From an optimization exercise on the open Yosys and OpenROAD flow, aimed at small area, a short achievable clock period and few clock cycles; shortcuts taken in it are not production practice.
RTL that was checked went through simulation tests only; none was proved equivalent to the original.

S:
==> module alu, before the edit <==
module alu(
    input clk,
    input rst,
    input start,
    input [31:0] A,
    input [31:0] B,
    input [2:0] ALUop,
    output reg [31:0] Result,
    output reg done
);
    reg        busy;    
    reg        a_lt_b;   
    reg  [4:0] cnt;     
    reg        abit;    
    wire mod_start = start & (ALUop == 3'd7) & ~busy;
    wire        inv   = busy | ~ALUop[0] | ALUop[1];
    wire        xsel  = ~busy | a_lt_b;
    wire [31:0] x     = xsel ? A : {Result[30:0], abit};
    wire [31:0] y     = inv ? ~B : B;
    wire [31:0] sum;
    wire        carry;                    
    adder add0(.a(x), .b(y), .cin(inv), .sum(sum), .cout(carry));
    wire        ge    = (Result[31] | carry) & ~a_lt_b;
    wire [31:0] bm;
    genvar k;
    generate
        for (k = 0; k < 32; k = k + 1) begin : smear
            assign bm[k] = |B[31:k];
        end
    endgenerate
    wire lt8  = &(~A[31:8]  | bm[24:1]);
    wire lt16 = &(~A[31:16] | bm[16:1]);
    wire [31:0] r0 = lt8 ? {8'd0, A[31:8]} : lt16 ? {16'd0, A[31:16]} : 32'd0;
    wire [4:0]  j0 = lt8 ? 5'd7 : lt16 ? 5'd15 : 5'd31;
    wire        a0 = lt8 ? A[7] : lt16 ? A[15] : A[31];
    wire        last = a_lt_b | (cnt == 5'd0);
    wire [4:0]  cnt_m1 = cnt - 5'd1;
    reg [31:0] res_next;
    always @(*) begin
        if (busy)
            res_next = ge ? sum : x;
        else case (ALUop)
            3'd0: res_next = A & B;
            3'd1: res_next = A | B;
            3'd2: res_next = A ^ B;
            3'd3: res_next = ~(A | B);
            3'd4: res_next = {31'd0, ~carry};
            3'd5: res_next = sum;
            3'd6: res_next = sum;
            default: res_next = r0;
        endcase
    end
    always @(posedge clk) begin
        Result <= res_next;
        if (busy) begin
            cnt  <= cnt_m1;
            abit <= A[cnt_m1];
        end else begin
            cnt  <= j0;
            abit <= a0;
            a_lt_b <= ~carry;
        end
        if (rst) begin
            busy <= 1'b0;
            done <= 1'b0;
        end else begin
            done <= busy & last;
            if (mod_start)
                busy <= 1'b1;
            else if (busy & last)
                busy <= 1'b0;
        end
    end
endmodule
Settings: LEC_CHECK=0, CAP_MARGIN=20, CORE_MARGIN=2, CORE_UTILIZATION=40, SLEW_MARGIN=20; clock period 18.0 ns.
standard.sh (not shown) runs the stock make flow with config.mk's settings and CLKGATE_MAP_FILE= SYNTH_SCRIPT=/design/flow/synth_recipe.tcl, a recipe that flattens the netlist after the stock synthesis.
==> flow/flow/run.sh <==
#!/bin/bash
# The standard ORFS layout with two changes in how it is made (the clock
# period and all constraints stay those of the design):
#  - every port still gets a buffer, but a plain buf_1 instead of the
#    larger delay buffer buffer_ports picks by itself; the resizer upsizes
#    the ones on critical paths;
#  - repair_timing is asked to leave extra setup slack, so that it shortens
#    the paths that the 18 ns clock never pressures.
set -euo pipefail
bash standard.sh "BUFFER_PORTS_ARGS=-buffer_cell sky130_fd_sc_hd__buf_1" \
    SETUP_SLACK_MARGIN=11.5 finish > standard_flow.log 2>&1
Inputs modified between S and Q:
--- a/flow/design.v
+++ b/flow/design.v
@@ -65,15 +65,24 @@
     generate
         for (k = 0; k < 32; k = k + 1) begin : smear
             assign bm[k] = |B[31:k];
         end
     endgenerate
+    wire lt4  = &(~A[31:4]  | bm[28:1]);
     wire lt8  = &(~A[31:8]  | bm[24:1]);
+    wire lt12 = &(~A[31:12] | bm[20:1]);
     wire lt16 = &(~A[31:16] | bm[16:1]);
-    wire [31:0] r0 = lt8 ? {8'd0, A[31:8]} : lt16 ? {16'd0, A[31:16]} : 32'd0;
-    wire [4:0]  j0 = lt8 ? 5'd7 : lt16 ? 5'd15 : 5'd31;
-    wire        a0 = lt8 ? A[7] : lt16 ? A[15] : A[31];
+    reg [31:0] r0;
+    reg [4:0]  j0;
+    reg        a0;
+    always @(*) begin
+        if (lt4)       begin r0 = {4'd0,  A[31:4]};  j0 = 5'd3;  a0 = A[3];  end
+        else if (lt8)  begin r0 = {8'd0,  A[31:8]};  j0 = 5'd7;  a0 = A[7];  end
+        else if (lt12) begin r0 = {12'd0, A[31:12]}; j0 = 5'd11; a0 = A[11]; end
+        else if (lt16) begin r0 = {16'd0, A[31:16]}; j0 = 5'd15; a0 = A[15]; end
+        else           begin r0 = 32'd0;             j0 = 5'd31; a0 = A[31]; end
+    end
     wire        last = a_lt_b | (cnt == 5'd0);
     wire [4:0]  cnt_m1 = cnt - 5'd1;
     reg [31:0] res_next;
     always @(*) begin
         if (busy)
--- outcome ---
- Summary of Q over S: fraction of area in registers -0.29 points, fmax now larger.
- Q: mux share of post-synthesis cell area is 0.50 points higher than what S reported.
- Re actual transition at the worst max-transition pin: Q and S aren't equal, and the higher value belongs to Q.
- The post-synth net total in S is 0.910 times that in Q.
- On effective utilization at floorplan, Q and S are neck and neck.
- Q vs S — met2 wirelength from detailed routing climbed by more than 10%
- Of Q and S, Q shows the higher critical path's largest stage delay, with S below it.
Testbench counts of Q, summed over its fixed seeds: cycles 4,341.
Function not checked in S: the RTL went through the layout flow alone.

port drivers added, routing unchanged:
No port has a modelled driver above. Below, the same layouts with a new extraction and two added sets of constraints. Step 1 (the two cells are an assumption about what drives the block):
set clk [get_ports {clk}]
set_driving_cell -lib_cell sky130_fd_sc_hd__clkbuf_16 $clk
set_driving_cell -lib_cell sky130_fd_sc_hd__buf_2 [delete_from_list [all_inputs] $clk]
Step 2, shift: input delay + t, output delay - t, t = (earliest + latest rising clock arrival at the registers) / 2. This alone moves slack from input paths to output paths. a / b / c = ideal ports / drivers / drivers and shift; a / b = the first two.
run | t, ns | setup WS [ns] | hold WS [ns] | worst register clock-pin slew, ns | pins driven straight from the clock port
S | 0.353 | 11.129 / 11.027 / 10.673 | 0.646 / 0.646 / 0.646 | 0.08 / 0.08 | 1
Q | 0.336 | 11.219 / 11.219 / 10.883 | 0.659 / 0.659 / 0.659 | 0.07 / 0.07 | 1
After both steps setup and hold are still met in every run listed. For S, which loses most, drivers alone change the setup slack by -0.102 ns; drivers and shift together by -0.456 ns.
